This is an optimization exercise on Yosys and OpenROAD, whose aim is small area, not a production implementation. In this exercise RTL edits were held to simulation tests only and were not proved equivalent to the original. Power and IR drop assume default switching activity.

==> flow/design.v <==
module APB_ao22 (
    input  a1, a2, b1, b2,
    output y
);
    assign y = (a1 & a2) | (b1 & b2);
endmodule
module APB_aoi222 (
    input  a1, a2, b1, b2, c1, c2,
    output y
);
    assign y = ~((a1 & a2) | (b1 & b2) | (c1 & c2));
endmodule
module APB_ao6x2 (
    input  [5:0] s,
    input  [5:0] d,
    output y
);
    wire lo_n, hi_n;
    APB_aoi222 g0 (.a1(s[0]), .a2(d[0]), .b1(s[1]), .b2(d[1]), .c1(s[2]), .c2(d[2]), .y(lo_n));
    APB_aoi222 g1 (.a1(s[3]), .a2(d[3]), .b1(s[4]), .b2(d[4]), .c1(s[5]), .c2(d[5]), .y(hi_n));
    assign y = ~(lo_n & hi_n);
endmodule
module APB_WRAPPER(
    input PCLK,
    input PRESETn,
    input TRANSFER,
    input [31:0] address,
    input [31:0] write_data,
    input write_en,
    output reg [31:0] read_data
);
    localparam IDLE  = 3'b000;
    localparam SETUP = 3'b001;
    localparam W1    = 3'b010;
    localparam W2    = 3'b011;
    localparam W3    = 3'b100;
    localparam R1    = 3'b101;
    localparam R2    = 3'b110;
    localparam R3    = 3'b111;
    reg [2:0] state;
    reg [2:0] next_state;
    always @(*) begin
        case (state)
            IDLE:    next_state = TRANSFER ? SETUP : IDLE;
            SETUP:   next_state = write_en ? W1 : R1;
            W1:      next_state = W2;
            W2:      next_state = W3;
            R1:      next_state = R2;
            R2:      next_state = R3;
            default: next_state = IDLE;
        endcase
    end
    always @(posedge PCLK or negedge PRESETn) begin
        if (!PRESETn)
            state <= IDLE;
        else
            state <= next_state;
    end
    genvar g;
    reg [1:0] rot;
    always @(posedge PCLK)
        rot <= rot + 2'd1;
    wire cap  = (state == SETUP);
    wire capn = ~cap;
    reg  [2:0] taddr;
    reg        pend;
    wire [3:0] cap_d;
    wire [3:0] cap_in  = {write_en, address[2:0]};
    wire [3:0] cap_old = {pend, taddr};
    generate
        for (g = 0; g < 4; g = g + 1) begin : capm
            APB_ao22 m (.a1(cap), .a2(cap_in[g]), .b1(capn), .b2(cap_old[g]), .y(cap_d[g]));
        end
    endgenerate
    always @(posedge PCLK)
        {pend, taddr} <= cap_d;
    reg [31:0] ring0 [0:3];
    reg [31:0] ring1 [0:3];
    reg [31:0] hbuf;
    wire at_slot0 = pend & (taddr[1:0] == rot);
    wire wr0  = at_slot0 & ~taddr[2];
    wire wr1  = at_slot0 &  taddr[2];
    wire wr0n = ~wr0;
    wire wr1n = ~wr1;
    wire [31:0] in0, in1;
    generate
        for (g = 0; g < 32; g = g + 1) begin : wr
            APB_ao22 m0 (.a1(wr0), .a2(hbuf[g]), .b1(wr0n), .b2(ring0[0][g]), .y(in0[g]));
            APB_ao22 m1 (.a1(wr1), .a2(hbuf[g]), .b1(wr1n), .b2(ring1[0][g]), .y(in1[g]));
        end
    endgenerate
    always @(posedge PCLK) begin
        ring0[0] <= ring0[1];
        ring0[1] <= ring0[2];
        ring0[2] <= ring0[3];
        ring0[3] <= in0;
        ring1[0] <= ring1[1];
        ring1[1] <= ring1[2];
        ring1[2] <= ring1[3];
        ring1[3] <= in1;
    end
    wire [1:0] rslot = taddr[1:0] - rot;
    wire rd_cap = ((state == R1) | (state == R2)) & ~rslot[0];
    wire [5:0] h_s, h_d;
    assign h_s[0] = cap & write_en;
    assign h_s[1] = rd_cap & ~taddr[2] & ~rslot[1];
    assign h_s[2] = rd_cap & ~taddr[2] &  rslot[1];
    assign h_s[3] = rd_cap &  taddr[2] & ~rslot[1];
    assign h_s[4] = rd_cap &  taddr[2] &  rslot[1];
    assign h_s[5] = ~(h_s[0] | rd_cap);
    wire [31:0] h_next;
    generate
        for (g = 0; g < 32; g = g + 1) begin : hm
            APB_ao6x2 m (.s(h_s),
                         .d({hbuf[g], ring1[2][g], ring1[0][g], ring0[2][g], ring0[0][g], write_data[g]}),
                         .y(h_next[g]));
        end
    endgenerate
    always @(posedge PCLK)
        hbuf <= h_next;
    wire load  = (state == R3);
    wire loadn = ~load;
    wire [31:0] rd_next;
    generate
        for (g = 0; g < 32; g = g + 1) begin : rm
            APB_ao22 m (.a1(load), .a2(hbuf[g]), .b1(loadn), .b2(read_data[g]), .y(rd_next[g]));
        end
    endgenerate
    always @(posedge PCLK or negedge PRESETn) begin
        if (!PRESETn)
            read_data <= 32'b0;
        else
            read_data <= rd_next;
    end
endmodule
export LEC_CHECK = 0
export CAP_MARGIN = 20
export CORE_MARGIN = 2
export CORE_UTILIZATION = 70
export PLACE_DENSITY = 0.85
export SLEW_MARGIN = 20
export SYNTH_HIERARCHICAL = 1
export SYNTH_MINIMUM_KEEP_SIZE = 0
create_clock -name core_clock -period 5.0 [get_ports {PCLK}]
standard.sh (not shown) runs the stock make flow with config.mk's settings and CLKGATE_MAP_FILE= SYNTH_SCRIPT=/design/flow/synth_recipe.tcl, a recipe that flattens the netlist after the stock synthesis.
==> flow/flow/run.sh <==
#!/bin/bash
# Own layout flow: the standard flow with every synthesised cell first
# set to its smallest size, smaller port buffers, and a clock tree without
# dummy loads. make's output goes to ./flow_make.log, each step's to ORFS's logs.
set -euo pipefail
here=$(pwd)
export PRE_FLOORPLAN_TCL="$here/flow/downsize.tcl"
export BUFFER_PORTS_ARGS="-buffer_cell sky130_fd_sc_hd__buf_1"
export CTS_ARGS="-sink_clustering_enable -repair_clock_nets -dont_use_dummy_load -buf_list {sky130_fd_sc_hd__clkbuf_8} -root_buf sky130_fd_sc_hd__clkbuf_4 -tree_buf sky130_fd_sc_hd__clkbuf_4 -sink_clustering_size 20 -sink_clustering_max_diameter 50"
bash standard.sh finish > flow_make.log 2>&1
==> flow/flow/downsize.tcl <==
# Before floorplan: set every cell to the smallest-area drive strength of its
# own family (same function and pins). Later repair steps size cells up and
# buffer nets again wherever slew, capacitance or timing needs it.
set db [ord::get_db]
set block [[$db getChip] getBlock]
set best [dict create]
foreach lib [$db getLibs] {
  foreach m [$lib getMasters] {
    set name [$m getName]
    if {[string match "*lpflow*" $name] || [string match "*probe*" $name]} { continue }
    if {![regexp {^(sky130_fd_sc_hd__[a-z0-9]+)_([0-9]+)$} $name -> fam n]} { continue }
    set lc [get_lib_cells $name]
    if {$lc eq "" || [get_property $lc dont_use]} { continue }
    set area [expr {[$m getWidth] * [$m getHeight]}]
    if {![dict exists $best $fam] || $area < [lindex [dict get $best $fam] 1]} {
      dict set best $fam [list $m $area]
    }
  }
}
set n_swapped 0
foreach inst [$block getInsts] {
  set name [[$inst getMaster] getName]
  if {![regexp {^(sky130_fd_sc_hd__[a-z0-9]+)_([0-9]+)$} $name -> fam n]} { continue }
  if {![dict exists $best $fam]} { continue }
  set m [lindex [dict get $best $fam] 0]
  if {[$m getName] ne $name} {
    $inst swapMaster $m
    incr n_swapped
  }
}
puts "downsize.tcl: swapped $n_swapped cells to their smallest size"
Edit:
--- a/flow/flow/run.sh
+++ b/flow/flow/run.sh
@@ -9 +9 @@
-export CTS_ARGS="-sink_clustering_enable -repair_clock_nets -dont_use_dummy_load -buf_list {sky130_fd_sc_hd__clkbuf_8} -root_buf sky130_fd_sc_hd__clkbuf_4 -tree_buf sky130_fd_sc_hd__clkbuf_4 -sink_clustering_size 20 -sink_clustering_max_diameter 50"
+export CTS_ARGS="-sink_clustering_enable -repair_clock_nets -dont_use_dummy_load -buf_list {sky130_fd_sc_hd__clkbuf_8} -root_buf sky130_fd_sc_hd__clkbuf_2 -tree_buf sky130_fd_sc_hd__clkbuf_2 -sink_clustering_size 20 -sink_clustering_max_diameter 50"
Settings changed: CORE_UTILIZATION 70 to 75, PLACE_DENSITY 0.85 to 0.9.
Outcome:
- setup slack degrades by 0.38 ns
- wire length went up by about 8%
- final area barely changes
Edit:
--- a/flow/flow/run.sh
+++ b/flow/flow/run.sh
@@ -9 +9 @@
-export CTS_ARGS="-sink_clustering_enable -repair_clock_nets -dont_use_dummy_load -buf_list {sky130_fd_sc_hd__clkbuf_8} -root_buf sky130_fd_sc_hd__clkbuf_2 -tree_buf sky130_fd_sc_hd__clkbuf_2 -sink_clustering_size 20 -sink_clustering_max_diameter 50"
+export CTS_ARGS="-sink_clustering_enable -repair_clock_nets -dont_use_dummy_load -buf_list {sky130_fd_sc_hd__clkbuf_4 sky130_fd_sc_hd__clkbuf_8} -sink_clustering_size 20 -sink_clustering_max_diameter 50"
Settings changed: CAP_MARGIN 20 to 0, CORE_UTILIZATION 75 to 70, PLACE_DENSITY 0.9 to 0.85, SLEW_MARGIN 20 to 0.
After rerunning:
- worst setup slack is better by 0.34 ns
- sequential power stays flat
- fmax rises by 14%
- routed wire length falls by 7.5%
- sequential share of layout area falls by 0.22 points
- via count falls by 3.0%
- non-clock buffer count stays the same
- critical path depth rises by 3
- final cell count rises by 0.37%
Edit:
--- a/flow/flow/run.sh
+++ b/flow/flow/run.sh
@@ -9 +9 @@
-export CTS_ARGS="-sink_clustering_enable -repair_clock_nets -dont_use_dummy_load -buf_list {sky130_fd_sc_hd__clkbuf_4 sky130_fd_sc_hd__clkbuf_8} -sink_clustering_size 20 -sink_clustering_max_diameter 50"
+export CTS_ARGS="-sink_clustering_enable -repair_clock_nets -dont_use_dummy_load -buf_list {sky130_fd_sc_hd__clkbuf_8} -root_buf sky130_fd_sc_hd__clkbuf_2 -tree_buf sky130_fd_sc_hd__clkbuf_2 -sink_clustering_size 20 -sink_clustering_max_diameter 50"
Settings changed: CAP_MARGIN 0 to 20, SLEW_MARGIN 0 to 20.
Outcome: The new run completed with no timing, DRC or antenna violations. Global-route usage stays flat. Hold slack improved by 0.0052 ns. Setup slack improves by 0.024 ns. Design area stays flat. Cell count is unchanged. Utilization drops by 0.22 points.

[separate check: timing with driven ports]
The flow's constraints put no driver on any port. The routed layouts listed below were extracted and timed again, unchanged, in two steps.
Step 1: set_driving_cell puts a clkbuf_16 on PCLK and a buf_2 on each other input, an assumption about the parent block.
Step 2, shift: input delay + t, output delay - t, t = (earliest + latest rising clock arrival at the registers) / 2. This alone moves slack from input paths to output paths.
Three values: no drivers, after step 1, after step 2; two values: the first two.
run | t (ns) | setup slack, ns | slew at the worst register clock pin (ns) | cell pins on the clock port's net
the first run | 0.641 | 2.620 / 2.620 / 2.464 | 0.12 / 0.12 | 1
the second run | 0.774 | 2.245 / 2.245 / 2.245 | 0.12 / 0.12 | 1
the third run | 0.540 | 2.589 / 2.589 / 2.492 | 0.11 / 0.11 | 1
the fourth run | 0.771 | 2.613 / 2.613 / 2.478 | 0.12 / 0.12 | 1
After both steps setup and hold are still met in every run listed. For the first run, which loses most, drivers alone change the setup slack by 0.000 ns; drivers and shift together by -0.156 ns.
